Source: an optimization exercise on an open RTL-to-GDS flow (aim: small area and a short achievable clock period). Production flows keep margins and buffers that such runs may drop.
In this exercise RTL edits were held to simulation tests only and were not proved equivalent to the original.
Power figures rest on the tool's default switching activity, not on a simulated workload.

==> design.v <==
module multi_push_multi_pop_fifo
    #(
        parameter DATA_WIDTH = 13,
        parameter FIFO_DEPTH = 19,
        parameter N          = 3,
        parameter NW         = $clog2 (N + 1),
        parameter DW         = DATA_WIDTH
    )
    (
        input  wire                  clk_i,
        input  wire                  rst_i,
        input  wire [NW-1:0]         push_i,
        input  wire [N*DW-1:0]       push_data_i,
        input  wire [NW-1:0]         pop_i,
        output wire [N*DW-1:0]       pop_data_o,
        output wire [NW-1:0]         can_push_o,
        output wire [NW-1:0]         can_pop_o
    );
    localparam R  = (FIFO_DEPTH - 1 + N - 1) / N;   
    logic [FIFO_DEPTH-1:0] cgt_l;             
    logic [NW-1:0] can_push_l;
    logic [NW-1:0] can_pop_l;
    logic [DW-1:0] head_l   [N];
    logic [N-1:0]  wr_ph_l;                   
    logic [N-1:0]  rd_ph_l;                   
    logic [R-1:0]  wr_row_l [N];              
    logic [R-1:0]  rd_row_l [N];              
    logic [DW-1:0] mem_l    [N][R];
    wire  [DW-1:0] pd_w [N];
    for (genvar k = 0; k < N; k++) begin: pd
        assign pd_w[k] = push_data_i[k*DW +: DW];
    end
    logic [2*N:0]  ceq_w;                     
    logic [2*N:0]  cgt_w;                     
    logic [N:0]    cpush_ge_w;                
    logic [N:0]    cpop_ge_w;                 
    wire  [FIFO_DEPTH+3*N-1:0] cgt_u_w = {{(2*N){1'b0}}, cgt_l, {N{1'b1}}};
    always_comb begin
        for (int v = 0; v <= 2*N; v++)
            cgt_w[v] = cgt_l[v];
        ceq_w[0] = ~cgt_w[0];
        for (int v = 1; v <= 2*N; v++)
            ceq_w[v] = cgt_w[v-1] & ~cgt_w[v];
        for (int n = 0; n <= N; n++) begin
            cpush_ge_w[n] = (can_push_l >= n);
            cpop_ge_w[n]  = (can_pop_l  >= n);
        end
    end
    logic [N:0]    np_oh_w, nq_oh_w;          
    logic [N+1:0]  np_ge_w, nq_ge_w;          
    always_comb begin
        for (int n = 1; n <= N; n++) begin
            np_oh_w[n] = (push_i == n) & cpush_ge_w[n];
            nq_oh_w[n] = (pop_i  == n) & cpop_ge_w[n];
        end
        np_oh_w[0] = ~|np_oh_w[N:1];
        nq_oh_w[0] = ~|nq_oh_w[N:1];
        np_ge_w[N+1] = 1'b0;
        nq_ge_w[N+1] = 1'b0;
        for (int n = N; n >= 0; n--) begin
            np_ge_w[n] = np_ge_w[n+1] | np_oh_w[n];
            nq_ge_w[n] = nq_ge_w[n+1] | nq_oh_w[n];
        end
    end
    logic [2*N:0]  d_oh_w;
    always_comb begin
        d_oh_w = {(2*N+1){1'b0}};
        for (int n = 0; n <= N; n++)
            for (int i = 0; i <= N; i++)
                d_oh_w[n - i + N] = d_oh_w[n - i + N] | (np_oh_w[n] & nq_oh_w[i]);
    end
    logic [FIFO_DEPTH-1:0] cgt_next_w;
    logic [N:0]    cpush_ge_next_w, cpop_ge_next_w;
    logic [NW-1:0] can_push_next_w, can_pop_next_w;
    always_comb begin
        for (int v = 0; v < FIFO_DEPTH; v++) begin
            cgt_next_w[v] = 1'b0;
            for (int d = 0; d <= 2*N; d++)
                cgt_next_w[v] = cgt_next_w[v] | (d_oh_w[d] & cgt_u_w[v + 2*N - d]);
        end
        for (int n = 1; n <= N; n++) begin
            cpush_ge_next_w[n] = 1'b0;
            cpop_ge_next_w[n]  = 1'b0;
            for (int d = 0; d <= 2*N; d++) begin
                cpush_ge_next_w[n] = cpush_ge_next_w[n] | (d_oh_w[d] & ~cgt_u_w[FIFO_DEPTH - n + 2*N - d]);
                cpop_ge_next_w[n]  = cpop_ge_next_w[n]  | (d_oh_w[d] &  cgt_u_w[n - 1 + 2*N - d]);
            end
        end
        can_push_next_w = cpush_ge_next_w[3] ? 2'd3 : cpush_ge_next_w[2] ? 2'd2 : cpush_ge_next_w[1] ? 2'd1 : 2'd0;
        can_pop_next_w  = cpop_ge_next_w[3]  ? 2'd3 : cpop_ge_next_w[2]  ? 2'd2 : cpop_ge_next_w[1]  ? 2'd1 : 2'd0;
    end
    logic [DW-1:0] bank_rd_w [N];
    logic [N-1:0]  bank_we_w;
    logic [N-1:0]  bank_re_w;
    logic [DW-1:0] bank_wd_w [N];
    logic [N-1:0]  wr_ph_next_w;
    logic [N-1:0]  rd_ph_next_w;
    always_comb begin
        for (int b = 0; b < N; b++) begin
            bank_we_w[b] = 1'b0;
            bank_re_w[b] = 1'b0;
            bank_wd_w[b] = {DW{1'b0}};
            wr_ph_next_w[b] = 1'b0;
            rd_ph_next_w[b] = 1'b0;
            for (int j = 0; j < N; j++) begin
                if (wr_ph_l[(b - j + N) % N]) begin
                    bank_we_w[b] = bank_we_w[b] | np_ge_w[j + 1];
                    bank_wd_w[b] = bank_wd_w[b] | pd_w[j];
                end
                if (rd_ph_l[(b - j + N) % N])
                    bank_re_w[b] = bank_re_w[b] | nq_ge_w[j + 1];
            end
            for (int m = 0; m <= N; m++) begin
                wr_ph_next_w[b] = wr_ph_next_w[b] | (np_oh_w[m] & wr_ph_l[(b - m % N + N) % N]);
                rd_ph_next_w[b] = rd_ph_next_w[b] | (nq_oh_w[m] & rd_ph_l[(b - m % N + N) % N]);
            end
        end
    end
    logic [DW-1:0] head_next_w [N];
    for (genvar p = 0; p < N; p++) begin: hd
        logic [N-1:0] sel_head;               
        logic [N-1:0] sel_bank;               
        logic [N-1:0] sel_new;                
        always_comb begin
            sel_head = {N{1'b0}};
            sel_bank = {N{1'b0}};
            sel_new  = {N{1'b0}};
            for (int i = 0; i <= N; i++) begin
                if (p + i < N)
                    sel_head[p + i] = nq_oh_w[i] & cgt_w[p + i];
                else
                    for (int b = 0; b < N; b++)
                        sel_bank[b] = sel_bank[b] | (nq_oh_w[i] & cgt_w[p + i] & rd_ph_l[(b - (p + i - N) + N) % N]);
                for (int k = 0; k < N; k++)
                    if (p + i - k >= 0)
                        sel_new[k] = sel_new[k] | (nq_oh_w[i] & ceq_w[p + i - k]);
            end
            head_next_w[p] = {DW{1'b0}};
            for (int e = 0; e < N; e++)
                head_next_w[p] = head_next_w[p] | ({DW{sel_head[e]}} & head_l[e]);
            for (int b = 0; b < N; b++)
                head_next_w[p] = head_next_w[p] | ({DW{sel_bank[b]}} & bank_rd_w[b]);
            for (int k = 0; k < N; k++)
                head_next_w[p] = head_next_w[p] | ({DW{sel_new[k]}} & pd_w[k]);
        end
    end
    always_ff @(posedge clk_i)
        if (rst_i) begin
            cgt_l      <= {FIFO_DEPTH{1'b0}};
            can_push_l <= N;
            can_pop_l  <= {NW{1'b0}};
            wr_ph_l    <= 1;
            rd_ph_l    <= 1;                  
        end else begin
            cgt_l      <= cgt_next_w;
            can_push_l <= can_push_next_w;
            can_pop_l  <= can_pop_next_w;
            wr_ph_l    <= wr_ph_next_w;
            rd_ph_l    <= rd_ph_next_w;
        end
    always_ff @(posedge clk_i)
        for (int p = 0; p < N; p++)
            head_l[p] <= head_next_w[p];
    generate
        for (genvar b = 0; b < N; b++) begin: bank
            always_ff @(posedge clk_i)
                if (rst_i) begin
                    wr_row_l[b] <= 1;
                    rd_row_l[b] <= 2;         
                end else begin
                    if (bank_we_w[b]) wr_row_l[b] <= {wr_row_l[b][R-2:0], wr_row_l[b][R-1]};
                    if (bank_re_w[b]) rd_row_l[b] <= {rd_row_l[b][R-2:0], rd_row_l[b][R-1]};
                end
            for (genvar r = 0; r < R; r++) begin: row
                always_ff @(posedge clk_i)
                    if (bank_we_w[b] && wr_row_l[b][r])
                        mem_l[b][r] <= bank_wd_w[b];
            end
            always_comb begin
                bank_rd_w[b] = {DW{1'b0}};
                for (int r = 0; r < R; r++)
                    bank_rd_w[b] = bank_rd_w[b] | ({DW{rd_row_l[b][r]}} & mem_l[b][r]);
            end
        end
        for (genvar p = 0; p < N; p++) begin: port
            assign pop_data_o[p*DW +: DW] = head_l[p];
        end
    endgenerate
    assign can_push_o = can_push_l;
    assign can_pop_o  = can_pop_l;
endmodule
==> flow/run.sh <==
#!/bin/bash
# Standard ORFS layout (the standard.sh), except that the ports are
# buffered with buf_2 instead of the default pick (clkdlybuf4s50_1).
# Each step's output goes to its own log in the work folder.
set -euo pipefail
W=$PWD
bash standard.sh synth > "$W/synth.log" 2>&1
bash standard.sh "BUFFER_PORTS_ARGS=-buffer_cell sky130_fd_sc_hd__buf_2" finish > "$W/layout.log" 2>&1
==> standard.sh <==
#!/bin/bash
# synth_recipe.tcl (not shown) runs the flow's synth.tcl, then flattens the netlist and writes it again
# the make line also repeats each setting of config.mk as NAME=value (left out here)
make -C /OpenROAD-flow-scripts/flow DESIGN_CONFIG=/design/flow/config.mk WORK_HOME=/design/flow/orfs CLKGATE_MAP_FILE= SYNTH_SCRIPT=/design/flow/synth_recipe.tcl "${@:-finish}"
==> config.mk <==
export PLATFORM = sky130hd
export DESIGN_NAME = multi_push_multi_pop_fifo
export DESIGN_NICKNAME = multi_push_multi_pop_fifo
export VERILOG_FILES = /design/flow/design.v
export SDC_FILE = /design/flow/constraint.sdc
export NUM_CORES = 4
export LEC_CHECK = 0
export CAP_MARGIN = 20
export CORE_MARGIN = 2
export CORE_UTILIZATION = 40
export CTS_BUF_LIST = sky130_fd_sc_hd__clkbuf_4 sky130_fd_sc_hd__clkbuf_8
export PLACE_DENSITY = 0.6
export SETUP_SLACK_MARGIN = 3.5
export SLEW_MARGIN = 20
==> constraint.sdc <==
create_clock -name core_clock -period 6.0 [get_ports {clk_i}]
set_input_delay 1.2000 -clock core_clock [delete_from_list [all_inputs] [get_ports {clk_i}]]
set_output_delay 1.2000 -clock core_clock [all_outputs]
set_load 0.01 [all_outputs]
==> results of run 1 <==
-- worst max-delay path: stages --
cell and delay [ns]:
buf_4 0.16, and4_4 0.22, a222oi_1 0.49, o21ai_4 0.17, a221o_1 0.36, a221oi_4 0.22
a31oi_1 0.12
-- worst max-delay path by stage --
stage / from / endpoint / slack [ns] / depth (start not counted)
after floorplan: pop_i[0] / can_pop_l[1] / 3.18 / 8
after global placement: pop_i[1] / can_pop_l[1] / 2.28 / 7
after detailed placement: pop_i[1] / can_pop_l[1] / 2.24 / 7
after CTS: pop_i[1] / can_pop_l[1] / 3.48 / 7
after global routing: pop_i[1] / can_pop_l[1] / 3.42 / 7
final: pop_i[1] / can_pop_l[1] / 3.50 / 7
-- registers in the layout, indices dropped and copies added, names as in the netlist --
| name | count |
|---|---|
| cgt_l | 19 |
| can_pop_l | 2 |
| head_l | 39 |
| mem_l | 234 |
| rd_row_l | 18 |
| wr_ph_l | 3 |
| can_push_l | 2 |
| wr_row_l | 18 |
| rd_ph_l | 3 |
-- layer usage --
layer  up-vias  track usage (%)  wire [µm]
li1       5074                -          -
met1      5850             33.1      19400
met2       662             38.4      22000
met3       104             4.64       4350
met4         4             6.71       1170
met5         -                0         24
-- kinds of logic (layout without fill, tap and decap cells) --
family / Yosys count / in the layout / synth area share, %
AOI/OAI and AO/OA: 449 / 449 / 24.0
DFF: 338 / 338 / 63.2
and+or+nand+nor: 254 / 255 / 7.82
buffers and inverters: 144 / 285 / 3.94
muxes: 15 / 15 / 1.04
-- cell usage after synthesis, drive strengths merged, types with 2 or more instances --
cell,number
o21a,4
inv,51
clkbuf,71
a221oi,48
a22o,2
dfxtp,104
nand2,70
edfxtp,234
a32oi,5
a222oi,76
buf,22
a21oi,34
nand2b,4
mux2i,15
nand3,40
and4,3
nor2b,5
a211oi,17
a221o,5
o22ai,39
nor2,101
or2,2
a211o,8
and2,21
a22oi,163
and3,6
o21ai,29
a31oi,14
-- stage by stage --
step | utilization, % | cells | hold WS, ns | setup slack, ns
floorplan | - | 1200 | 0.436 | 3.18
global placement | 43.1 | 1668 | 0.443 | 2.28
detailed placement | 43.1 | 1669 | 0.450 | 2.24
CTS | 47.1 | 1787 | 0.464 | 3.48
global route | 47.7 | 1803 | 0.506 | 3.42
finish | 47.7 | 1803 | 0.467 | 3.50
-- repair_timing --
| action | 4_1_cts | 5_1_grt |
|---|---|---|
| endpoints found under the setup margin | 314 | 208 |
| gates cloned | 0 | 1 |
| setup buffers | 12 | 15 |
| gates resized for setup | 24 | 27 |
| pin swaps | 9 | 16 |
-- power by group --
group          total [mW]  internal, mW  leakage (nW)  switching [mW]
clock                2.20          1.26         0.654           0.936
combinational        1.14         0.414          2.40           0.725
sequential           3.03          2.76          2.99           0.264
-- final cells by class --
cell class,instances,area [µm²]
fillers,3268,18600
flip-flops and latches,338,9120
multi-input cells,719,5050
clock buffers,89,1070
repair buffers,128,812
well taps,461,577
inverters,51,191
clock inverters,17,168
==> impl_results.md, run 1 <==
- Status: complete, no violations
- Crit path max fanout: 8
- Hold Vio Cnt, Final: 0
- Num CTS Buffers: 56
- Worst-path clk slew: 0.06 ns
- GRT Util Overall: 23.9%
- Layout Skew: 0.0141 ns
- Hold_sp: wr_row_l[0][0]
- Synth Instances: 1200
- Share of cells above drive strength 1: 23.1%
- RePlAce Congestion: 0.870
- Slew headroom: 27.4%
- Tmin final: 2.50 ns
- Worst Path Arrival: 2.94 ns
- DP Wirelength: 29.2 mm
- DR pass1 iterations: 11
- Dpl cell area: 15300 µm²
- IO Port Bufs: 87
- Final setup viols: 0
- Pin count of the biggest net entering global routing: 63
- Post-synth EDFFs: 234
- Clock Path Buffers: 3
- First-pass GRT wire length: 69.6 mm
- End of the worst hold path: wr_row_l[0][0]
- CTS tree: yes
- Syn_nets: 1245
- FMAX: 0.401 GHz
- Clock sinks: 338
- DR WL/cell: 26.1 µm
- Share of the synthesized area in the top cell type: 48.7%
- Hold depth: 1
- Synth Flop Type: edfxtp_1
- Die area: 37600 µm²
- Hold buffers post-CTS: 0
- Root buffer cell: clkbuf_8
- Area contributors post-synth: edfxtp_1 (49%), dfxtp_1 (14%), a22oi_1 (8.5%), a222oi_1 (5.3%), a221oi_1 (2.9%)
- Reg2Reg Setup Slack: 3.66 ns
- Max-slew violation count: 0
- Final Power: 6.37 mW
- Area growth syn-to-layout: 17.8%
- # DRC: 0
- Vias per cell: 6.49
- Final period util: 41.6%
- Worst skew pair latency: 0.60 ns
- Leakage: 6.04 nW
- Die Ht: 194 µm
- DR iter-0 viols: 1925
- Commonest non-fill, non-tap cell in the layout: edfxtp_1
- Mapped Area: 14400 µm²
- Unrepaired setup endpoints after global routing: true
- Grt total ovfl: 0
- Worst r2r src: can_pop_l[1]
- Number of inserted diodes: 0
- Least-Margin Pin Slew: 1.08 ns
- Most frequent cells in the layout: edfxtp_1 (234), a22oi_1 (149), dfxtp_1 (98), nor2_1 (96), buf_2 (84)
- Crit. End Element: flip-flop
- Boundary pin count: 88
- Hold Path Class: flip-flop to flip-flop
- Synth Warn #: 8
- Site Rows: 69
- Core Footprint: 35600 µm²
- H-tree lvl count: 2
- Netlist cell types: 45
- WL final: 47.0 mm
- VDD IR max: 213 µV
- Critical Path RT: 6.44 ns
- Cell taking the most area after synthesis: edfxtp_1
- Initial Util: 40.5%
- Post-route setup TNS: 0 ns
- Pwr dens: 375 nW/µm²
- Startpoint types: input pin
- Ys async rst share: 0%
- DR vias: 11700
- Initial antenna violation count: 2
- Maxcap violations: 0
- Syn Area/Cell: 12.0 µm²
- Vias in the first global route: 10800
- Die width: 194 µm
- Antenna-violating nets left: 0
- Fin area: 17000 µm²
- #FFs+latches synth: 338
- Reg-to-Reg End: can_pop_l[1]
- Worst Reg2Reg Path Length in Cells: 7
- Sequential fraction of the synthesis area: 63.2%
- Crit path kind: input pin to flip-flop
- Final nets: 1339
==> inputs of run 2 (changes only) <==
--- a/design.v
+++ b/design.v
@@ -23,8 +23,17 @@
     logic [DW-1:0] head_l   [N];
     logic [N-1:0]  wr_ph_l;                   
     logic [N-1:0]  rd_ph_l;                   
-    logic [R-1:0]  wr_row_l [N];              
-    logic [R-1:0]  rd_row_l [N];              
+    localparam JW = R / 2;                    
+    logic [JW-1:0] wr_row_l [N];
+    logic [JW-1:0] rd_row_l [N];
+    function automatic logic [R-1:0] row_oh(input logic [JW-1:0] q);
+        row_oh[0] = ~q[JW-1] & ~q[0];
+        for (int k = 1; k < JW; k++)
+            row_oh[k] = q[k-1] & ~q[k];
+        row_oh[JW] = q[JW-1] & q[0];
+        for (int k = JW + 1; k < R; k++)
+            row_oh[k] = ~q[k-JW-1] & q[k-JW];
+    endfunction
     logic [DW-1:0] mem_l    [N][R];
     wire  [DW-1:0] pd_w [N];
     for (genvar k = 0; k < N; k++) begin: pd
@@ -132,7 +141,7 @@
                     for (int b = 0; b < N; b++)
                         sel_bank[b] = sel_bank[b] | (nq_oh_w[i] & cgt_w[p + i] & rd_ph_l[(b - (p + i - N) + N) % N]);
                 for (int k = 0; k < N; k++)
-                    if (p + i - k >= 0)
+                    if (k <= p)               
                         sel_new[k] = sel_new[k] | (nq_oh_w[i] & ceq_w[p + i - k]);
             end
             head_next_w[p] = {DW{1'b0}};
@@ -165,21 +174,23 @@
         for (genvar b = 0; b < N; b++) begin: bank
             always_ff @(posedge clk_i)
                 if (rst_i) begin
-                    wr_row_l[b] <= 1;
-                    rd_row_l[b] <= 2;         
+                    wr_row_l[b] <= {JW{1'b0}};
+                    rd_row_l[b] <= 1;         
                 end else begin
-                    if (bank_we_w[b]) wr_row_l[b] <= {wr_row_l[b][R-2:0], wr_row_l[b][R-1]};
-                    if (bank_re_w[b]) rd_row_l[b] <= {rd_row_l[b][R-2:0], rd_row_l[b][R-1]};
+                    if (bank_we_w[b]) wr_row_l[b] <= {wr_row_l[b][JW-2:0], ~wr_row_l[b][JW-1]};
+                    if (bank_re_w[b]) rd_row_l[b] <= {rd_row_l[b][JW-2:0], ~rd_row_l[b][JW-1]};
                 end
+            wire [R-1:0] wr_oh = row_oh(wr_row_l[b]);
+            wire [R-1:0] rd_oh = row_oh(rd_row_l[b]);
             for (genvar r = 0; r < R; r++) begin: row
                 always_ff @(posedge clk_i)
-                    if (bank_we_w[b] && wr_row_l[b][r])
+                    if (bank_we_w[b] && wr_oh[r])
                         mem_l[b][r] <= bank_wd_w[b];
             end
             always_comb begin
                 bank_rd_w[b] = {DW{1'b0}};
                 for (int r = 0; r < R; r++)
-                    bank_rd_w[b] = bank_rd_w[b] | ({DW{rd_row_l[b][r]}} & mem_l[b][r]);
+                    bank_rd_w[b] = bank_rd_w[b] | ({DW{rd_oh[r]}} & mem_l[b][r]);
             end
         end
         for (genvar p = 0; p < N; p++) begin: port
--- a/config.mk
+++ b/config.mk
@@ -8,7 +8,9 @@
 export CAP_MARGIN = 20
 export CORE_MARGIN = 2
 export CORE_UTILIZATION = 40
-export CTS_BUF_LIST = sky130_fd_sc_hd__clkbuf_4 sky130_fd_sc_hd__clkbuf_8
+export CTS_BUF_LIST = sky130_fd_sc_hd__clkbuf_8 sky130_fd_sc_hd__clkbuf_16
+export CTS_CLUSTER_DIAMETER = 120
+export CTS_CLUSTER_SIZE = 30
 export PLACE_DENSITY = 0.6
 export SETUP_SLACK_MARGIN = 3.5
 export SLEW_MARGIN = 20
==> impl_results.md, run 2 <==
- Status: complete, no violations
- # DRC: 0
- CTS tree: yes
- Area growth syn-to-layout: 21.5%
- Synth Flop Type: edfxtp_1
- Maxcap violations: 0
- VDD IR max: 165 µV
- Synth top cells by count: edfxtp_1 (234), a22oi_1 (98), nor2_1 (97)
- DR vias: 11500
- Tmin final: 2.48 ns
- Die width: 191 µm
- Layout Skew: 0.0175 ns
- Root buffer cell: clkbuf_16
- DR WL/cell: 26.8 µm
- Placed Instances: 1616
- Post-synthesis mux area share: 0.143%
- Least-Margin Pin Slew: 1.09 ns
- Worst Reg2Reg Path Length in Cells: 5
- Antenna-violating nets left: 0
- Max FFs per register: 234
- Clock Path Buffers: 3
- Site Rows: 68
- Post-route setup TNS: 0 ns
- Clock sinks: 320
- Worst-path clk slew: 0.11 ns
- Hold Path Class: flip-flop to flip-flop
- Unrepaired setup endpoints after global routing: false
- Crit. End Element: flip-flop
- Post-Synth Simple-Gate Area: 8.24%
- Area contributors post-synth: edfxtp_1 (50%), dfxtp_1 (12%), a222oi_1 (6.5%), a22oi_1 (5.3%), a221oi_1 (4.9%)
- Largest family of logic cells by synthesized area: compound AO/OA/AOI/OAI gates
- Initial Util: 40.5%
- Most frequent cells in the layout: edfxtp_1 (234), a222oi_1 (90), a22oi_1 (90), buf_2 (85), nor2_1 (80)
- Largest registers: mem_l x234, head_l x39, cgt_l x19
- Boundary pin count: 88
- First-pass GRT wire length: 66.0 mm
- Commonest non-fill, non-tap cell in the layout: edfxtp_1
- Core Footprint: 34500 µm²
- Syn_nets: 1198
- Hold depth: 2
- Final Power: 5.85 mW
- Vias in the first global route: 10100
- DP Wirelength: 29.1 mm
- Leakage: 5.78 nW
- WL final: 46.6 mm
- Grt total ovfl: 0
- Max-slew violation count: 0
- Hold Vio Cnt, Final: 0
- H-tree lvl count: 1
- DR pass1 iterations: 10
- Pwr dens: 345 nW/µm²
- Initial antenna violation count: 1
- Die Ht: 191 µm
- Syn Area/Cell: 12.1 µm²
- Fin area: 17000 µm²
- Num CTS Buffers: 14
- XOR/XNOR Fraction of Synth Area: 0%
- Vias per cell: 6.60
- Post-synth EDFFs: 234
- Top reg by flops: mem_l
- Die area: 36400 µm²
- Slew headroom: 27.4%
- Crit path kind: input pin to flip-flop
- Share of cells above drive strength 1: 27.3%
- Synth Instances: 1153
- IO Port Bufs: 87
- Sequential fraction of the synthesis area: 62.7%
- GRT Util Overall: 24.0%
- Worst Path Arrival: 2.94 ns
- DR iter-0 viols: 2164
- #FFs+latches synth: 320
- Startpoint types: input pin
- Crit path max fanout: 8
- Synth Warn #: 8
- Netlist cell types: 58
- Share of the synthesized area in the top cell type: 50.3%
- Adder-Cell Fraction of Synth Area: 0%
- Fin cells: 1739
- Pin count of the biggest net entering global routing: 46
- Critical Path RT: 6.46 ns
- FMAX: 0.404 GHz
- Mapped Area: 14000 µm²
- Dpl cell area: 15200 µm²
- Cell taking the most area after synthesis: edfxtp_1
- Synth Area in Compound Gates: 24.8%
- Worst skew pair latency: 0.52 ns
- Top-count cell post-synth: edfxtp_1
- Final period util: 41.3%
- Ys async rst share: 0%
- RePlAce Congestion: 0.883
- Final setup viols: 0
- Final nets: 1320
run 2: changes by cell type after synthesis, moves of 7 or more:
cell      delta
nand2_1      -7
a221oi_1    +31
a222oi_1    +14
o221a_2     +11
nor3b_1      +7
o22ai_1     -28
a211oi_1    -14
and2_1      -14
a21oi_1     +16
mux2i_1     -13
a22oi_1     -65
dfxtp_1     -18
buf_1        -7
run 2: per-stage QoR:
stage	util (%)	setup slack, ns	hold WS (ns)
after floorplan	-	3.27	0.506
after global placement	44.2	2.27	0.490
after detailed placement	44.2	2.24	0.479
after CTS	47.1	3.39	0.517
after global routing	49.2	3.49	0.525
final	49.2	3.52	0.521
run 2: worst max-delay path, stage by stage:
cell and delay [ns]:
buf_4 0.16, nor2b_4 0.14, o21ai_2 0.14, o32ai_1 0.69
a211o_2 0.34, a222oi_1 0.14, nand3_1 0.12
run 2: where the power goes:
| group | internal [mW] | leakage [nW] | switching, mW |
|---|---|---|---|
| clock network | 0.531 | 0.245 | 0.677 |
| logic | 0.675 | 2.69 | 0.999 |
| registers | 2.65 | 2.84 | 0.317 |
| total | 3.86 | 5.78 | 1.99 |
run 2: metal layers:
metal	wire length [µm]	up-vias	global-route usage [%]
met5	0	-	0
met4	1930	0	7.10
met3	4550	133	3.55
met2	21400	717	37.6
met1	18700	5621	34.6
li1	-	5004	-
run 2: layout make-up:
class / instances / area, µm²
antenna: 1 / 2.50
clock buffer: 16 / 400
clock inverter: 8 / 56.3
fill: 3026 / 17500
inverter: 58 / 238
multi-input combinational: 693 / 5420
sequential: 320 / 8760
tap: 455 / 569
timing repair buffer: 188 / 1530
run 2: kinds of logic (layout without fill, tap and decap cells):
kind of cell | count (synthesis) | in the layout
buf+inv | 145 | 270
flops | 320 | 320
compound gates | 433 | 437
mux | 2 | 2
other cells | 0 | 1
simple gates | 253 | 254
run 2: path summary, 6_finish.rpt:
kind / from / to / slack, ns
max reg2reg: cgt_l[2] / head_l[2][10] / 3.58
min: head_l[0][1] / head_l[0][1] / 0.52
max: pop_i[1] / head_l[2][10] / 3.52
min reg2reg: head_l[0][1] / head_l[0][1] / 0.52
run 2: repair_timing:
action / CTS / global route
resized for setup: 36 / 36
setup endpoints to repair: 289 / 184
cloned: 2 / 7
buffers inserted: 29 / 60
pin swaps: 21 / 16
hold buffers: 0 / 0
==> inputs of run 3 (changes only) <==
--- a/config.mk
+++ b/config.mk
@@ -8,9 +8,9 @@
 export CAP_MARGIN = 20
 export CORE_MARGIN = 2
 export CORE_UTILIZATION = 40
-export CTS_BUF_LIST = sky130_fd_sc_hd__clkbuf_8 sky130_fd_sc_hd__clkbuf_16
-export CTS_CLUSTER_DIAMETER = 120
-export CTS_CLUSTER_SIZE = 30
+export CTS_BUF_LIST = sky130_fd_sc_hd__clkbuf_4 sky130_fd_sc_hd__clkbuf_8
+export CTS_CLUSTER_DIAMETER = 80
+export CTS_CLUSTER_SIZE = 15
 export PLACE_DENSITY = 0.6
 export SETUP_SLACK_MARGIN = 3.5
 export SLEW_MARGIN = 20
==> impl_results.md, run 3 <==
- Status: complete, no violations
- Critical Path RT: 6.52 ns
- Least-Margin Pin Slew: 1.09 ns
- Vias in the first global route: 10200
- Crit. End Element: flip-flop
- Final setup viols: 0
- Syn Area/Cell: 12.1 µm²
- Clock sinks: 320
- Synth Flop Type: edfxtp_1
- DR vias: 11300
- Pwr dens: 345 nW/µm²
- Worst skew pair latency: 0.60 ns
- Area contributors post-synth: edfxtp_1 (50%), dfxtp_1 (12%), a222oi_1 (6.5%), a22oi_1 (5.3%), a221oi_1 (4.9%)
- Layout Skew: 0.0263 ns
- Die Ht: 191 µm
- Maxcap violations: 0
- DR pass1 iterations: 14
- Largest registers: mem_l x234, head_l x39, cgt_l x19
- WL final: 45.5 mm
- Vias per cell: 6.52
- Top-count cell post-synth: edfxtp_1
- Post-route setup TNS: 0 ns
- Max FFs per register: 234
- GRT Util Overall: 24.2%
- Commonest non-fill, non-tap cell in the layout: edfxtp_1
- #FFs+latches synth: 320
- Unrepaired setup endpoints after global routing: true
- Tmin final: 2.47 ns
- Boundary pin count: 88
- DR WL/cell: 26.3 µm
- Sequential fraction of the synthesis area: 62.7%
- Hold Vio Cnt, Final: 0
- Crit path max fanout: 14
- Final nets: 1299
- # DRC: 0
- First-pass GRT wire length: 66.4 mm
- Die width: 191 µm
- VDD IR max: 154 µV
- FMAX: 0.405 GHz
- DR iter-0 viols: 1756
- Hold Path Class: flip-flop to flip-flop
- Hold buffers post-CTS: 0
- FILL cells: 3058
- H-tree lvl count: 1
- Post-synth EDFFs: 234
- Clock Path Buffers: 3
- IO Port Bufs: 87
- Crit path kind: input pin to flip-flop
- Most frequent cells in the layout: edfxtp_1 (234), a222oi_1 (90), a22oi_1 (89), buf_2 (87), nor2_1 (82)
- Mapped Area: 14000 µm²
- Max-slew violation count: 0
- Antenna-violating nets left: 0
- Final Power: 5.75 mW
- Top reg by flops: mem_l
- Final period util: 41.1%
- Synth top cells by count: edfxtp_1 (234), a22oi_1 (98), nor2_1 (97)
- Area growth syn-to-layout: 19.3%
- Worst-path clk slew: 0.11 ns
- Ys async rst share: 0%
- Syn_nets: 1198
- Grt total ovfl: 0
- DP Wirelength: 29.1 mm
- Slew headroom: 27.3%
- Core Footprint: 34500 µm²
- Pin count of the biggest net entering global routing: 46
- Root buffer cell: clkbuf_8
- Site Rows: 68
- RePlAce Congestion: 0.883
- Startpoint types: input pin
- Die area: 36400 µm²
- Cell taking the most area after synthesis: edfxtp_1
- Worst Path Arrival: 2.99 ns
- Initial Util: 40.5%
- Leakage: 5.61 nW
- Num CTS Buffers: 25
- Netlist cell types: 58
- Synth Instances: 1153
- Share of cells above drive strength 1: 26.9%
- Synth Warn #: 8
- CTS tree: yes
- Share of the synthesized area in the top cell type: 50.3%
- Initial antenna violation count: 1
==> run 3: changes by cell type in the layout (fill, tap and decap cells not counted), sizes merged <==
cell	previous run	this run
buf	184	158
clkbuf	20	44
inv	60	56
a211o	8	7
and2	7	6
bufinv	1	0
clkinv	1	0
==> run 3: stage by stage <==
| step | setup slack [ns] | cell area (µm²) | std cells | hold WS [ns] | util, % |
|---|---|---|---|---|---|
| 6_report | 3.53 | 16700 | 1729 | 0.525 | 48.4 |
| 5_1_grt | 3.47 | 16700 | 1729 | 0.522 | 48.4 |
| 4_1_cts | 3.28 | 16200 | 1691 | 0.514 | 47.1 |
| 3_5_place_dp | 2.24 | 15200 | 1616 | 0.479 | 44.2 |
| 3_3_place_gp | 2.27 | 15200 | 1616 | 0.490 | 44.2 |
| 2_1_floorplan | 3.27 | 14600 | 1153 | 0.506 | - |
==> run 3: area by class of cell <==
class                           instances  area [µm²]  area share, %
Sequential cell                       320        8760           52.6
Multi-Input combinational cell        691        5370           32.2
Timing Repair Buffer                  158        1200           7.21
Tap cell                              455         569           3.42
Clock buffer                           44         493           2.96
Inverter                               58         238           1.43
Clock inverter                          2        20.0          0.120
Antenna cell                            1        2.50         0.0150
==> run 3: repair_timing <==
item	CTS	global route
setup endpoints to repair	246	168
resized for setup	25	30
cloned	2	1
setup buffers	27	36
pin swaps	16	8
==> run 3: final timing paths <==
check | slack, ns | startpoint | cells past startpoint | endpoint
setup / recovery | 3.53 | pop_i[0] | 9 | cgt_l[18]
hold / removal | 0.52 | head_l[0][1] | 2 | head_l[0][1]
setup reg to reg | 3.59 | rd_row_l[0][2] | 8 | head_l[0][4]
hold reg to reg | 0.52 | head_l[0][1] | 2 | head_l[0][1]
==> run 3: critical path, stage by stage <==
cell       delay (ns)
buf_2            0.18
and3b_4          0.30
o21ai_1          0.18
o2bb2ai_4        0.16
buf_12           0.16
a211o_1          0.21
a211o_1          0.23
a221oi_2         0.19
nor2b_1          0.15
==> run 3: cell families after synthesis <==
kind of cell | Yosys count | share of synthesized area [%]
buf+inv | 145 | 4.13
flops | 320 | 62.7
simple gates | 253 | 8.24
compound gates | 433 | 24.8
mux | 2 | 0.143
==> run 3: where the power goes <==
part | switching, mW | total, mW | leakage (nW) | internal, mW
Sequential | 0.314 | 2.97 | 2.84 | 2.65
Combinational | 0.950 | 1.54 | 2.49 | 0.589
Clock | 0.717 | 1.24 | 0.280 | 0.522
Total | 1.98 | 5.75 | 5.61 | 3.76
==> run 3: layer usage <==
metal	routed length (µm)	global-route usage, %
met5	0	0
met4	1280	6.65
met3	3790	3.63
met2	21300	37.9
met1	19100	34.8
==> inputs of run 4 (changes only) <==
==> flow/run.sh (replaced) <==
#!/bin/bash
# Standard ORFS layout (the standard.sh), except that the ports are
# buffered with buf_1 instead of the default pick (clkdlybuf4s50_1).
# Each step's output goes to its own log in the work folder.
set -euo pipefail
W=$PWD
bash standard.sh synth > "$W/synth.log" 2>&1
bash standard.sh "BUFFER_PORTS_ARGS=-buffer_cell sky130_fd_sc_hd__buf_1" finish > "$W/layout.log" 2>&1
--- a/config.mk
+++ b/config.mk
@@ -11,6 +11,6 @@
 export CTS_BUF_LIST = sky130_fd_sc_hd__clkbuf_4 sky130_fd_sc_hd__clkbuf_8
 export CTS_CLUSTER_DIAMETER = 80
 export CTS_CLUSTER_SIZE = 15
-export PLACE_DENSITY = 0.6
+export PLACE_DENSITY = 0.7
 export SETUP_SLACK_MARGIN = 3.5
 export SLEW_MARGIN = 20
==> impl_results.md, run 4 <==
- DR iter-0 viols: 1860
- Crit path kind: flip-flop to output pin
- Startpoint types: flip-flop
- Die width: 191 µm
- Core Footprint: 34500 µm²
- Max-slew violation count: 0
- FMAX: 0.402 GHz
- Initial Util: 40.5%
- Unrepaired setup endpoints after global routing: true
- Synth Flop Type: edfxtp_1
- Ys async rst share: 0%
- Top-count cell post-synth: edfxtp_1
- Die area: 36400 µm²
- Root buffer cell: clkbuf_8
- Share of power burned in registers: 52.2%
- Top reg by flops: mem_l
- Synth top cells by count: edfxtp_1 (234), a22oi_1 (98), nor2_1 (97)
- Boundary pin count: 88
- Comb pwr share: 26.0%
- Post-synth EDFFs: 234
- Antenna-violating nets left: 0
- Synth Warn #: 8
- CP bufs+invs: 1
- Hold_ws: 0.512 ns
- Crit path max fanout: 4
- DR WL/cell: 25.7 µm
- Most frequent cells in the layout: edfxtp_1 (234), a222oi_1 (90), a22oi_1 (90), nor2_1 (81), buf_1 (80)
- Leakage: 5.28 nW
- Synth Instances: 1153
- Final period util: 41.4%
- Worst-path clk slew: 0.11 ns
- Tmin final: 2.49 ns
- # DRC: 0
- Netlist cell types: 58
- DR pass1 iterations: 13
- Initial antenna violation count: 1
- Mapped Area: 14000 µm²
- Vias in the first global route: 10300
- Layout Skew: 0.0290 ns
- RePlAce Congestion: 0.885
- Area contributors post-synth: edfxtp_1 (50%), dfxtp_1 (12%), a222oi_1 (6.5%), a22oi_1 (5.3%), a221oi_1 (4.9%)
- WL final: 44.0 mm
- Cell taking the most area after synthesis: edfxtp_1
- Crit-path slowest cell: dfxtp_1
- Maxcap violations: 0
- DR vias: 11200
- Fin cells: 1711
- Pin count of the biggest net entering global routing: 46
- Crit. End Element: output pin
- First-pass GRT wire length: 64.3 mm
- Num CTS Buffers: 25
- Share of the synthesized area in the top cell type: 50.3%
- Share of cells above drive strength 1: 19.3%
- Hold Vio Cnt, Final: 0
- Final Power: 5.66 mW
- Worst Path Arrival: 1.29 ns
- CP cell instances: buf_1
- #FFs+latches synth: 320
- Grt total ovfl: 0
- Slew headroom: 39.0%
- Critical Path RT: 4.80 ns
- VDD IR max: 166 µV
- Status: complete, no violations
- FILL cells: 3014
- Largest registers: mem_l x234, head_l x39, cgt_l x19
- Clock network power share: 21.8%
- Final nets: 1281
- Placed Instances: 1618
- Die Ht: 191 µm
- Site Rows: 68
- Syn Area/Cell: 12.1 µm²
- Least-Margin Pin Slew: 0.913 ns
- CTS tree: yes
- CP delay by family, top: flip-flops
- Vias per cell: 6.57
- Hold buffers post-CTS: 0
- CP peak stage delay: 0.46 ns
- Pwr dens: 346 nW/µm²
- Hold Path Class: flip-flop to flip-flop
- H-tree lvl count: 1
- Sequential fraction of the synthesis area: 62.7%
- Internal power: 3.71 mW
- Post-route setup TNS: 0 ns
- Area growth syn-to-layout: 17.2%
- Syn_nets: 1198
- Commonest non-fill, non-tap cell in the layout: edfxtp_1
- Final setup viols: 0
- Clock Path Buffers: 3
- Psw: 1.95 mW
- IO Port Bufs: 87
- Clock sinks: 320
- Worst skew pair latency: 0.61 ns
- DP Wirelength: 28.2 mm
- Switching part of the total: 34.5%
- Max FFs per register: 234
- GRT Util Overall: 23.1%
[run 4: cell counts after synthesis]
No cell type changed its count.
[run 4: kinds of logic after synthesis]
group                  Yosys count  synth area share, %
and+or+nand+nor                253                 8.24
AOI/OAI and AO/OA              433                 24.8
muxes                            2                0.143
DFF                            320                 62.7
buffers and inverters          145                 4.13
[run 4: per-layer routing]
metal	routed length (µm)	track usage, %	vias to the layer above
li1	-	-	4927
met1	17100	32.5	5464
met2	20400	36.1	747
met3	4880	4.32	102
met4	1550	7.66	0
met5	0	0	-
[run 4: through the flow]
| stage | cell area (µm²) | utilization (%) | setup slack (ns) |
|---|---|---|---|
| final | 16400 | 47.5 | 3.51 |
| after global routing | 16400 | 47.5 | 3.48 |
| after CTS | 16100 | 46.7 | 3.50 |
| after detailed placement | 15100 | 43.9 | 2.02 |
| after global placement | 15100 | 43.9 | 2.11 |
| after floorplan | 14600 | - | 3.27 |
[run 4: power groups by stage]
stage / Clock, mW / Sequential [mW] / Combinational (mW)
floorplan: 0 / 2.90 / 0.880
global placement: 0 / 2.97 / 1.27
detailed placement: 0 / 2.98 / 1.29
CTS: 1.24 / 2.94 / 1.39
global route: 1.33 / 2.98 / 1.56
finish: 1.23 / 2.95 / 1.47
[run 4: final cells by class]
type                       count  area, µm²  area share, %
antenna                        1       2.50         0.0153
clock buffer                  44        493           3.01
clock inverter                 2       20.0          0.122
inverter                      58        235           1.44
multi-input combinational    691       5360           32.8
sequential                   320       8760           53.6
tap                          455        569           3.48
timing repair buffer         140        913           5.58
[run 4: timing repair]
action                     4_1_cts  5_1_grt
setup endpoints to repair      303       68
resized for setup               31       26
pin swaps                       18        5
setup buffers                   22       21
gates cloned                     2        1
[run 4: worst paths after layout]
path | startpoint | endpoint | slack [ns] | cells past startpoint
min | head_l[0][1] | head_l[0][1] | 0.51 | 2
max | head_l[2][5] | pop_data_o[31] | 3.51 | 1
max reg2reg | cgt_l[3] | head_l[2][10] | 3.63 | 7
min reg2reg | head_l[0][1] | head_l[0][1] | 0.51 | 2
==> inputs of run 5 (changes only) <==
--- a/config.mk
+++ b/config.mk
@@ -11,6 +11,6 @@
 export CTS_BUF_LIST = sky130_fd_sc_hd__clkbuf_4 sky130_fd_sc_hd__clkbuf_8
 export CTS_CLUSTER_DIAMETER = 80
 export CTS_CLUSTER_SIZE = 15
-export PLACE_DENSITY = 0.7
-export SETUP_SLACK_MARGIN = 3.5
+export PLACE_DENSITY = 0.6
+export SETUP_SLACK_MARGIN = 3.4
 export SLEW_MARGIN = 20
==> impl_results.md, run 5 <==
- Top reg by flops: mem_l
- Boundary pin count: 88
- Num CTS Buffers: 26
- Reg area: 8760 µm²
- VDD IR max: 196 µV
- CTS tree: yes
- Mapped Area: 14000 µm²
- Sequential fraction of the synthesis area: 62.7%
- Core Util, Final: 46.6%
- H-tree lvl count: 1
- Die width: 191 µm
- Root buffer cell: clkbuf_8
- Core Footprint: 34500 µm²
- Status: complete, no violations
- Max FFs per register: 234
- DR iter-0 viols: 1812
- Multi-input gate area: 5120 µm²
- # DRC: 0
- Antenna-violating nets left: 0
- Final period util: 42.5%
- Worst-path clk slew: 0.11 ns
- Unrepaired setup endpoints after global routing: true
- Cell taking the most area after synthesis: edfxtp_1
- Least-Margin Pin Slew: 1.09 ns
- Internal power: 3.66 mW
- Layout Skew: 0.0373 ns
- FILL cells: 3132
- Fin cells: 1697
- Share of the synthesized area in the top cell type: 50.3%
- Clock network power share: 22.6%
- Worst Reg2Reg Path Length in Cells: 6
- Hold Vio Cnt, Final: 0
- Worst skew pair latency: 0.64 ns
- WL final: 45.1 mm
- DP Wirelength: 29.4 mm
- Synth Flop Type: edfxtp_1
- Area contributors post-synth: edfxtp_1 (50%), dfxtp_1 (12%), a222oi_1 (6.5%), a22oi_1 (5.3%), a221oi_1 (4.9%)
- Slew headroom: 27.2%
- Syn_nets: 1198
- Comb pwr share: 24.1%
- Maxcap violations: 0
- Clock Path Buffers: 3
- Hold depth: 2
- Commonest non-fill, non-tap cell in the layout: edfxtp_1
- Hold Path Class: flip-flop to flip-flop
- GRT Util Overall: 24.2%
- Pwr dens: 350 nW/µm²
- First-pass GRT wire length: 65.9 mm
- Leakage: 5.18 nW
- Max-slew violation count: 0
- RePlAce Congestion: 0.913
- DR WL/cell: 26.6 µm
- Die Ht: 191 µm
- Crit. End Element: flip-flop
- FMAX: 0.392 GHz
- Pin count of the biggest net entering global routing: 46
- Clock sinks: 320
- Final setup viols: 0
- Netlist cell types: 58
- Share of power burned in registers: 53.2%
- IO Port Bufs: 87
- Syn Area/Cell: 12.1 µm²
- DR pass1 iterations: 14
- Largest registers: mem_l x234, head_l x39, cgt_l x19
- Worst Path Arrival: 3.10 ns
- Final nets: 1266
- Top-count cell post-synth: edfxtp_1
- Share of cells above drive strength 1: 15.9%
- Area growth syn-to-layout: 14.9%
- #FFs+latches synth: 320
- Placed Instances: 1619
- Crit path kind: input pin to flip-flop
- Post-route setup TNS: 0 ns
- Switching part of the total: 34.9%
- Most frequent cells in the layout: edfxtp_1 (234), a22oi_1 (96), a222oi_1 (90), nor2_1 (83), buf_1 (83)
- Critical Path RT: 6.55 ns
- Ys async rst share: 0%
- Post-synth EDFFs: 234
- Vias in the first global route: 10200
- Vias per cell: 6.61
- Startpoint types: input pin
- Synth Instances: 1153
- Site Rows: 68
- Crit path max fanout: 19
- Initial antenna violation count: 0
- Psw: 1.96 mW
- Tmin final: 2.55 ns
- Grt total ovfl: 0
- Die area: 36400 µm²
- Synth top cells by count: edfxtp_1 (234), a22oi_1 (98), nor2_1 (97)
- Synth Warn #: 8
- DR vias: 11200
- Initial Util: 40.5%
-- run 5: cell counts after synthesis --
No cell type changed its count.
-- run 5: routing by layer --
metal | global-route usage (%) | part of all wire (%) | up-vias
li1 | - | - | 4881
met5 | 0 | 0 | -
met2 | 37.5 | 45 | 709
met1 | 34.3 | 40 | 5538
met4 | 6.98 | 3.1 | 0
met3 | 5.08 | 11 | 89
-- run 5: what timing repair did --
item	4_1_cts	5_1_grt
pin swaps	15	2
endpoints found under the setup margin	271	120
hold buffers	0	0
resized for setup	19	12
buffers inserted	21	7
-- run 5: power groups by stage --
stage	clock, mW	sequential (mW)	combinational [mW]
after floorplan	0	2.90	0.834
after global placement	0	3.02	1.23
after detailed placement	0	3.03	1.25
after CTS	1.30	2.98	1.30
after global routing	1.38	3.00	1.46
final	1.27	2.99	1.35
-- run 5: worst paths after layout --
path | from | end | slack (ns)
worst max-delay path | pop_i[0] | can_pop_l[1] | 3.45
worst min-delay path | head_l[1][3] | head_l[1][3] | 0.56
worst max register to register | rd_row_l[2][2] | head_l[0][9] | 3.55
worst min register to register | head_l[1][3] | head_l[1][3] | 0.56
-- run 5: layout make-up --
cell class	instances	area share, %
flip-flops and latches	320	54.6
multi-input cells	688	31.9
repair buffers	127	5.23
well taps	455	3.55
clock buffers	43	3.03
inverters	58	1.44
clock inverters	5	0.257
diodes	1	0.0156
-- run 5: cells by family after synthesis --
| family | Yosys count | share of synthesized area (%) |
|---|---|---|
| AO/OA/AOI/OAI | 433 | 24.8 |
| AND/OR/NAND/NOR | 253 | 8.24 |
| flip-flops | 320 | 62.7 |
| multiplexers | 2 | 0.143 |
| buffers and inverters | 145 | 4.13 |
-- run 5: per-stage QoR --
stage	hold slack [ns]	cell area [µm²]	setup WS, ns	power [mW]
2_1_floorplan	0.506	14400	3.27	3.73
3_3_place_gp	0.527	15000	2.10	4.25
3_5_place_dp	0.518	15000	2.03	4.28
4_1_cts	0.542	15900	3.40	5.57
5_1_grt	0.585	16000	3.37	5.84
6_report	0.557	16000	3.45	5.62
-- run 5: critical path, stage by stage --
cell,delay [ns]
buf_2,0.15
and3b_4,0.50
o21ai_1,0.17
o2bb2ai_4,0.45
a222oi_1,0.17
a31oi_1,0.30
or2_1,0.15
==> inputs of run 6 (changes only) <==
--- a/config.mk
+++ b/config.mk
@@ -12,5 +12,5 @@
 export CTS_CLUSTER_DIAMETER = 80
 export CTS_CLUSTER_SIZE = 15
 export PLACE_DENSITY = 0.6
-export SETUP_SLACK_MARGIN = 3.4
+export SETUP_SLACK_MARGIN = 3.6
 export SLEW_MARGIN = 20
==> impl_results.md, run 6 <==
- Status: complete, no violations
- Share of the synthesized area in the top cell type: 50.3%
- CP startpoint: push_i[0]
- IO Port Bufs: 87
- DR pass1 iterations: 12
- Maxcap violations: 0
- Max FFs per register: 234
- Max-slew violation count: 0
- Setup ws final: 3.57 ns
- Ys async rst share: 0%
- First-pass GRT wire length: 67.3 mm
- DR WL/cell: 26.4 µm
- Crit. End Element: flip-flop
- Hold Path Class: flip-flop to flip-flop
- CP bufs+invs: 3
- Hold_ws: 0.528 ns
- Synth Flop Type: edfxtp_1
- Share of cells above drive strength 1: 24.7%
- RePlAce Congestion: 0.864
- #FFs+latches synth: 320
- Leakage: 5.58 nW
- Synth top cells by count: edfxtp_1 (234), a22oi_1 (98), nor2_1 (97)
- Crit-path slowest cell: o21ai_4
- Post-synth EDFFs: 234
- Layout Skew: 0.0200 ns
- Area growth syn-to-layout: 21.1%
- Levels on crit path: 9
- CP delay by family, top: compound AO/OA/AOI/OAI gates
- Sequential fraction of the synthesis area: 62.7%
- DP Wirelength: 28.8 mm
- Fin cells: 1752
- Placed Instances: 1621
- Worst skew pair latency: 0.58 ns
- Site Rows: 68
- CP most frequent cell: nor2_4
- Netlist cell types: 58
- Largest registers: mem_l x234, head_l x39, cgt_l x19
- Worst-path clk slew: 0.10 ns
- CTS tree: yes
- Mapped Area: 14000 µm²
- Die Ht: 191 µm
- Vias per cell: 6.56
- Root buffer cell: clkbuf_8
- CP cell instances: clkbuf_4, and4_2, a21oi_2, nor2_4, o21ai_4, inv_2, nand2_2, nor2_4, buf_12
- Number of inserted diodes: 0
- VDD IR max: 211 µV
- Initial Util: 40.5%
- DR iter-0 viols: 1835
- Reg-to-Reg End: head_l[0][6]
- Post-place setup slack: 1.95 ns
- CP peak stage delay: 0.41 ns
- Clock sinks: 320
- Boundary pin count: 88
- Crit path kind: input pin to flip-flop
- Pwr dens: 343 nW/µm²
- Vias in the first global route: 10500
- Crit path max fanout: 13
- Most frequent cells in the layout: edfxtp_1 (234), a222oi_1 (90), a22oi_1 (90), nor2_1 (81)
- Final nets: 1325
- Area contributors post-synth: edfxtp_1 (50%), dfxtp_1 (12%), a222oi_1 (6.5%), a22oi_1 (5.3%), a221oi_1 (4.9%)
- Core Footprint: 34500 µm²
- Top reg by flops: mem_l
- Core Util, Final: 49.1%
- Worst Reg2Reg Path Length in Cells: 6
- Post-route setup TNS: 0 ns
- Unrepaired setup endpoints after global routing: true
- Fin area: 16900 µm²
- Grt total ovfl: 0
- Slew headroom: 35.3%
- Syn_nets: 1198
- Final Power: 5.80 mW
- Hold Vio Cnt, Final: 0
- Die width: 191 µm
- Worst r2r src: rd_row_l[0][1]
- Least-Margin Pin Slew: 0.960 ns
- GRT Util Overall: 24.4%
- Reg2Reg Setup Slack: 3.68 ns
- Final setup viols: 0
- # DRC: 0
- Commonest non-fill, non-tap cell in the layout: edfxtp_1
- Final period util: 40.5%
- Initial antenna violation count: 0
- Pin count of the biggest net entering global routing: 46
- H-tree lvl count: 1
- WL final: 46.3 mm
- Hold buffers post-CTS: 0
- Dpl cell area: 15200 µm²
- Setup crit end: mem_l[7][2]
- Clock Path Buffers: 3
- Die area: 36400 µm²
- DR vias: 11500
- Syn Area/Cell: 12.1 µm²
- FMAX: 0.412 GHz
- Top-count cell post-synth: edfxtp_1
- Num CTS Buffers: 25
- Synth Instances: 1153
- Cell taking the most area after synthesis: edfxtp_1
- Synth Warn #: 8
- Antenna-violating nets left: 0
- Startpoint types: input pin
- Worst Path Arrival: 2.76 ns
- Tmin final: 2.43 ns
- Critical Path RT: 6.33 ns
run 6: worst min path at each step:
stage | startpoint | to | slack (ns) | depth (start not counted)
global placement | head_l[0][1] | head_l[0][1] | 0.49 | 2
global route | head_l[2][3] | head_l[2][3] | 0.55 | 2
finish | head_l[0][1] | head_l[0][1] | 0.53 | 2
floorplan | cgt_l[14] | cgt_l[15] | 0.51 | 2
CTS | head_l[0][1] | head_l[0][1] | 0.51 | 2
detailed placement | head_l[0][1] | head_l[0][1] | 0.49 | 2
run 6: layout make-up:
class / instances / area, µm²
Multi-Input combinational cell: 694 / 5480
Timing Repair Buffer: 180 / 1330
Tap cell: 455 / 569
Clock buffer: 42 / 478
Sequential cell: 320 / 8790
Inverter: 58 / 240
Timing Repair inverter: 1 / 5.00
Fill cell: 3084 / 17500
Clock inverter: 2 / 16.3
run 6: what timing repair did:
item,CTS,global route
setup endpoints to repair,323,182
pin swaps,26,19
setup buffers,48,31
resized for setup,69,44
cloned,4,4
run 6: power by group:
part	internal, mW	switching (mW)	leakage, nW
Sequential	2.67	0.283	2.84
Combinational	0.628	1.02	2.47
Clock	0.505	0.700	0.265
Total	3.80	2.00	5.58
run 6: logic make-up (layout without fill, tap and decap cells):
group | after synthesis | in the layout | share of synthesized area [%]
buffers and inverters | 145 | 283 | 4.13
and+or+nand+nor | 253 | 255 | 8.24
AOI/OAI and AO/OA | 433 | 437 | 24.8
muxes | 2 | 2 | 0.143
DFF | 320 | 320 | 62.7
run 6: per-layer routing:
| metal | vias up | global-route usage, % | routed length, µm |
|---|---|---|---|
| li1 | 5020 | - | - |
| met1 | 5675 | 34.8 | 18600 |
| met2 | 707 | 38.9 | 21600 |
| met3 | 85 | 3.44 | 4700 |
| met4 | 0 | 6.56 | 1290 |
| met5 | - | 0 | 0 |
run 6: tightest hold or removal path, stage by stage, from the launching register on:
cell	delay, ns
dfxtp_1	0.38
a221oi_2	0.07
nand2_1	0.06
==> inputs of run 7 (changes only) <==
--- a/config.mk
+++ b/config.mk
@@ -12,5 +12,5 @@
 export CTS_CLUSTER_DIAMETER = 80
 export CTS_CLUSTER_SIZE = 15
 export PLACE_DENSITY = 0.6
-export SETUP_SLACK_MARGIN = 3.6
+export SETUP_SLACK_MARGIN = 3.5
 export SLEW_MARGIN = 20
==> impl_results.md, run 7 <==
- First-pass GRT wire length: 66.2 mm
- Ys async rst share: 0%
- Worst r2r src: rd_row_l[0][2]
- Met3 usage: 3.86%
- Vias in the first global route: 10400
- Grt total ovfl: 0
- DR WL/cell: 26.2 µm
- Reg2Reg Setup Slack: 3.58 ns
- Syn_nets: 1198
- End of the worst hold path: head_l[0][2]
- Sequential fraction of the synthesis area: 62.7%
- Num CTS Buffers: 25
- Clock sinks: 320
- Crit-path slowest cell: dfxtp_1
- Post-synth EDFFs: 234
- Share of cells above drive strength 1: 20.1%
- CTS tree: yes
- M2 GR Usage: 38.0%
- #FFs+latches synth: 320
- CP bufs+invs: 1
- Cell taking the most area after synthesis: edfxtp_1
- Die Ht: 191 µm
- Initial antenna violation count: 0
- Hold Path Class: flip-flop to flip-flop
- Slew headroom: 21.4%
- Crit. End Element: output pin
- Startpoint types: flip-flop
- Crit path kind: flip-flop to output pin
- Status: complete, no violations
- Mapped Area: 14000 µm²
- FMAX: 0.402 GHz
- Final nets: 1293
- Maxcap violations: 0
- Pwr dens: 351 nW/µm²
- Reg-to-Reg End: head_l[1][11]
- Least-Margin Pin Slew: 1.17 ns
- VDD IR max: 176 µV
- Max FFs per register: 234
- Crit path max fanout: 4
- Netlist cell types: 58
- GR Layer Usage met1: 33.8%
- Synth Instances: 1153
- Hold Vio Cnt, Final: 0
- IO Port Bufs: 87
- # DRC: 0
- Leakage: 5.34 nW
- Layout Skew: 0.0463 ns
- Pin count of the biggest net entering global routing: 46
- Top reg by flops: mem_l
- Number of inserted diodes: 0
- Antenna-violating nets left: 0
- Final period util: 41.4%
- CP delay by family, top: flip-flops
- Hold_sp: head_l[0][2]
- Worst-path clk slew: 0.11 ns
- Area growth syn-to-layout: 17.9%
- Area contributors post-synth: edfxtp_1 (50%), dfxtp_1 (12%), a222oi_1 (6.5%), a22oi_1 (5.3%), a221oi_1 (4.9%)
- Worst Path Arrival: 1.28 ns
- DR vias: 11100
- Worst skew pair latency: 0.62 ns
- Vias per cell: 6.47
- DR pass1 iterations: 9
- Boundary pin count: 88
- WL final: 45.1 mm
- Core Footprint: 34500 µm²
- FILL cells: 3094
- Post-route setup TNS: 0 ns
- Tmin final: 2.48 ns
- CP cell instances: buf_1
- Final setup viols: 0
- CP peak stage delay: 0.39 ns
- Hold depth: 2
- GRT Util Overall: 24.0%
- Die width: 191 µm
- Fin area: 16500 µm²
- Hold buffers post-CTS: 0
- Root buffer cell: clkbuf_8
- DR iter-0 viols: 1831
- Synth top cells by count: edfxtp_1 (234), a22oi_1 (98), nor2_1 (97)
- Top-count cell post-synth: edfxtp_1
- DP Wirelength: 29.0 mm
- Clock Path Buffers: 3
- Share of the synthesized area in the top cell type: 50.3%
- Synth Warn #: 8
- Critical Path RT: 4.80 ns
- Worst Reg2Reg Path Length in Cells: 6
- Syn Area/Cell: 12.1 µm²
- Unrepaired setup endpoints after global routing: false
- Most used routing layer in global routing: met2
- RePlAce Congestion: 0.864
- Max-slew violation count: 0
- Dpl cell area: 15100 µm²
- Commonest non-fill, non-tap cell in the layout: edfxtp_1
- Most frequent cells in the layout: edfxtp_1 (234), a222oi_1 (90), a22oi_1 (90), nor2_1 (84), buf_1 (82)
- Initial Util: 40.5%
- Largest registers: mem_l x234, head_l x39, cgt_l x19
- Die area: 36400 µm²
- Synth Flop Type: edfxtp_1
- Site Rows: 68
- H-tree lvl count: 1
-- run 7: cell counts after synthesis --
Identical to the previous run, type by type.
-- run 7: worst max path at each step --
stage | from | endpoint | slack (ns) | cells after the start
after CTS | head_l[2][8] | pop_data_o[34] | 3.50 | 1
after floorplan | push_i[1] | mem_l[17][0] | 3.27 | 4
after global placement | pop_i[1] | can_pop_l[1] | 2.09 | 7
after global routing | pop_i[0] | can_pop_l[0] | 3.48 | 8
final | head_l[2][3] | pop_data_o[29] | 3.52 | 1
after detailed placement | pop_i[1] | can_pop_l[1] | 2.06 | 7
-- run 7: area by class of cell --
type                       count  area, µm²  area share [%]
multi-input combinational    690       5350            32.5
tap                          455        569            3.46
clock inverter                 3       71.3           0.433
timing repair buffer         153        982            5.97
inverter                      58        241            1.47
clock buffer                  43        485            2.95
sequential                   320       8770            53.2
-- run 7: what timing repair did --
action	in CTS	in global routing
setup endpoints to repair	300	82
setup buffers	31	24
gates resized for setup	32	23
gates cloned	2	0
pin swaps	18	7
-- run 7: kinds of logic after synthesis --
kind of cell | share of synthesized area [%]
buffers and inverters | 4.13
AND/OR/NAND/NOR | 8.24
multiplexers | 0.143
AO/OA/AOI/OAI | 24.8
flip-flops | 62.7
-- run 7: metal layers --
layer | up-vias | routed length (µm)
li1 | 4954 | -
met2 | 573 | 20900
met1 | 5517 | 18400
met5 | - | 0
met3 | 92 | 4340
met4 | 0 | 1380
-- run 7: stage by stage --
stage | cells | setup WS, ns | hold WS [ns] | util (%) | total power, mW
floorplan | 1153 | 3.27 | 0.506 | - | 3.78
global placement | 1618 | 2.09 | 0.483 | 43.9 | 4.27
detailed placement | 1618 | 2.06 | 0.501 | 43.9 | 4.29
CTS | 1697 | 3.50 | 0.530 | 46.9 | 5.71
global route | 1722 | 3.48 | 0.543 | 47.8 | 5.99
finish | 1722 | 3.52 | 0.536 | 47.8 | 5.78
-- run 7: where the power goes --
part           leakage, nW  internal, mW  total [mW]  switching (mW)
combinational         2.20         0.543        1.51           0.963
clock                0.299         0.599        1.32           0.723
sequential            2.84          2.65        2.95           0.297
total                 5.34          3.80        5.78            1.98
==> inputs of run 8 (changes only) <==
--- a/config.mk
+++ b/config.mk
@@ -8,9 +8,9 @@
 export CAP_MARGIN = 20
 export CORE_MARGIN = 2
 export CORE_UTILIZATION = 40
-export CTS_BUF_LIST = sky130_fd_sc_hd__clkbuf_4 sky130_fd_sc_hd__clkbuf_8
-export CTS_CLUSTER_DIAMETER = 80
-export CTS_CLUSTER_SIZE = 15
+export CTS_BUF_LIST = sky130_fd_sc_hd__clkbuf_8 sky130_fd_sc_hd__clkbuf_16
+export CTS_CLUSTER_DIAMETER = 120
+export CTS_CLUSTER_SIZE = 30
 export PLACE_DENSITY = 0.6
 export SETUP_SLACK_MARGIN = 3.5
 export SLEW_MARGIN = 20
==> impl_results.md, run 8 <==
- Mapped Area: 14000 µm²
- Syn_nets: 1198
- Share of cells above drive strength 1: 18.6%
- Netlist cell types: 58
- RePlAce Congestion: 0.864
- Core Util, Final: 47.7%
- Worst-path clk slew: 0.12 ns
- First-pass GRT wire length: 65.6 mm
- Clock Path Buffers: 3
- Root buffer cell: clkbuf_16
- Switching part of the total: 34.9%
- Initial antenna violation count: 0
- GRT Util Overall: 23.8%
- Crit. End Element: flip-flop
- DR pass1 iterations: 19
- Psw: 1.97 mW
- Syn Area/Cell: 12.1 µm²
- GR Layer Usage met1: 33.7%
- Comb pwr share: 27.1%
- M2 GR Usage: 37.9%
- FMAX: 0.402 GHz
- Reg2Reg Setup Slack: 3.59 ns
- Clock network power share: 20.5%
- Site Rows: 68
- Crit-path slowest cell: or3_1
- Maxcap violations: 0
- # DRC: 0
- Final Power: 5.65 mW
- Commonest non-fill, non-tap cell in the layout: edfxtp_1
- Worst Path Arrival: 2.93 ns
- CTS tree: yes
- Pin count of the biggest net entering global routing: 46
- Initial Util: 40.5%
- Share of the synthesized area in the top cell type: 50.3%
- CP delay by family, top: simple AND/OR/NAND/NOR gates
- Die area: 36400 µm²
- Die width: 191 µm
- Area growth syn-to-layout: 17.8%
- Least-Margin Pin Slew: 1.09 ns
- Startpoint types: input pin
- Num CTS Buffers: 14
- Area contributors post-synth: edfxtp_1 (50%), dfxtp_1 (12%), a222oi_1 (6.5%), a22oi_1 (5.3%), a221oi_1 (4.9%)
- Boundary pin count: 88
- Layout Skew: 0.0155 ns
- Vias in the first global route: 10200
- DR vias: 11300
- Largest registers: mem_l x234, head_l x39, cgt_l x19
- DR iter-0 viols: 1777
- Post-synth EDFFs: 234
- Synth Flop Type: edfxtp_1
- Most used routing layer in global routing: met2
- Pwr dens: 343 nW/µm²
- Antenna-violating nets left: 0
- VDD IR max: 190 µV
- Core Footprint: 34500 µm²
- Top reg by flops: mem_l
- Status: complete, no violations
- Synth Warn #: 8
- Met3 usage: 3.53%
- WL final: 45.9 mm
- Sequential fraction of the synthesis area: 62.7%
- H-tree lvl count: 1
- CP most frequent cell: buf_6
- Crit path max fanout: 39
- Unrepaired setup endpoints after global routing: true
- Worst skew pair latency: 0.52 ns
- Max-slew violation count: 0
- Top-count cell post-synth: edfxtp_1
- DP Wirelength: 29.0 mm
- Critical Path RT: 6.44 ns
- Grt total ovfl: 0
- IO Port Bufs: 87
- Hold Vio Cnt, Final: 0
- Vias per cell: 6.63
- Crit path kind: input pin to flip-flop
- Ys async rst share: 0%
- Synth Instances: 1153
- Final period util: 41.5%
- Internal power: 3.68 mW
- Slew headroom: 27.3%
- Synth top cells by count: edfxtp_1 (234), a22oi_1 (98), nor2_1 (97)
- Post-route setup TNS: 0 ns
- Max FFs per register: 234
- CP bufs+invs: 2
- Clock sinks: 320
- Final nets: 1288
- CP peak stage delay: 0.47 ns
- CP cell instances: buf_6, nand4_1, or3_1, o2111ai_4, buf_6, a22oi_1, o2111ai_1
- Leakage: 5.31 nW
- Share of power burned in registers: 52.4%
- Final setup viols: 0
- #FFs+latches synth: 320
- Most frequent cells in the layout: edfxtp_1 (234), a222oi_1 (90), a22oi_1 (90), nor2_1 (82), buf_1 (82)
- DR WL/cell: 26.9 µm
- Hold Path Class: flip-flop to flip-flop
- Tmin final: 2.49 ns
- Cell taking the most area after synthesis: edfxtp_1
- Die Ht: 191 µm
-- run 8: changes by cell type in the layout (fill, tap and decap cells not counted), moves of 2 or more --
cell	previous run	this run
bufinv_16	2	0
clkbuf_8	26	1
inv_1	48	54
clkbuf_16	0	15
nor2_1	84	82
nor2_4	9	11
buf_2	3	1
buf_6	1	5
clkbuf_4	18	1
buf_4	52	50
-- run 8: layout make-up --
cell class / count / area, µm²
clock buffer: 16 / 389
sequential: 320 / 8760
multi-input combinational: 695 / 5420
clock inverter: 8 / 35.0
antenna: 1 / 2.50
fill: 3100 / 18000
inverter: 58 / 241
tap: 455 / 569
timing repair buffer: 154 / 1020
-- run 8: path summary, 6_finish.rpt --
check	startpoint	end	depth (start not counted)
min	head_l[0][2]	head_l[0][2]	2
max	pop_i[1]	head_l[1][2]	7
max reg2reg	wr_ph_l[0]	mem_l[14][8]	5
min reg2reg	head_l[0][2]	head_l[0][2]	2
-- run 8: power by group through the flow --
stage / logic [mW] / registers (mW) / clock network (mW)
3_5_place_dp: 1.31 / 2.98 / 0
6_report: 1.53 / 2.96 / 1.16
5_1_grt: 1.62 / 2.97 / 1.23
3_3_place_gp: 1.30 / 2.98 / 0
2_1_floorplan: 0.880 / 2.90 / 0
4_1_cts: 1.43 / 2.94 / 1.17
-- run 8: metal layers --
| layer | share of wire (%) | wire, µm |
|---|---|---|
| met5 | 0 | 0 |
| met4 | 3.2 | 1480 |
| met3 | 9.7 | 4460 |
| met2 | 46 | 21300 |
| met1 | 41 | 18700 |
-- run 8: tightest hold or removal path: cells and delay by family (launching register included) --
family	cells	cell delay, ns
AO/OA/AOI/OAI	1	0.07
flip-flops	1	0.38
AND/OR/NAND/NOR	1	0.07
-- run 8: logic make-up after synthesis --
kind of cell           share of synthesized area [%]
AOI/OAI and AO/OA                               24.8
DFF                                             62.7
and+or+nand+nor                                 8.24
buffers and inverters                           4.13
muxes                                          0.143
-- run 8: repair_timing --
action / 4_1_cts / 5_1_grt
setup buffers: 31 / 26
hold buffers: 0 / 0
endpoints found under the setup margin: 306 / 162
gates resized for setup: 34 / 33
gates cloned: 2 / 5
pin swaps: 18 / 16
endpoints found under the hold margin: 0 / 0
-- run 8: per-stage QoR --
stage               worst slack (ns)  instance area [µm²]  hold WS (ns)  std cells
floorplan                       3.27                14600         0.506       1153
global placement                2.09                15100         0.483       1618
detailed placement              2.06                15100         0.501       1618
CTS                             3.33                16100         0.536       1675
global route                    3.45                16400         0.545       1706
finish                          3.51                16400         0.536       1707

[separate check: timing with driven ports]
No port has a modelled driver above. Below, the same layouts with a new extraction and two added sets of constraints. Step 1: set_driving_cell puts a clkbuf_16 on clk_i and a buf_2 on each other input, an assumption about the parent block. Step 2 also shifts input and output timing later by t, the mid clock arrival at the registers, as if the neighbouring blocks saw the same clock. Slacks: no drivers / after step 1 / after step 2; pairs: no drivers / after step 1.
run | t (ns) | setup WS [ns] | hold slack, ns
run 1 | 0.643 | 3.504 / 3.487 / 2.873 | 0.467 / 0.467 / 0.467
run 2 | 0.561 | 3.522 / 3.528 / 2.976 | 0.521 / 0.521 / 0.521
run 3 | 0.633 | 3.532 / 3.504 / 2.901 | 0.525 / 0.525 / 0.525
run 4 | 0.637 | 3.513 / 3.469 / 2.922 | 0.512 / 0.512 / 0.512
run 5 | 0.663 | 3.449 / 3.429 / 2.812 | 0.557 / 0.557 / 0.557
run 6 | 0.621 | 3.572 / 3.564 / 2.968 | 0.528 / 0.528 / 0.528
run 7 | 0.649 | 3.515 / 3.466 / 2.899 | 0.536 / 0.536 / 0.536
run 8 | 0.565 | 3.512 / 3.491 / 2.926 | 0.536 / 0.536 / 0.536
After both steps setup and hold are still met in every run listed. The setup slack of run 5, which loses most, moves by -0.020 ns with the drivers and by -0.637 ns with both steps.
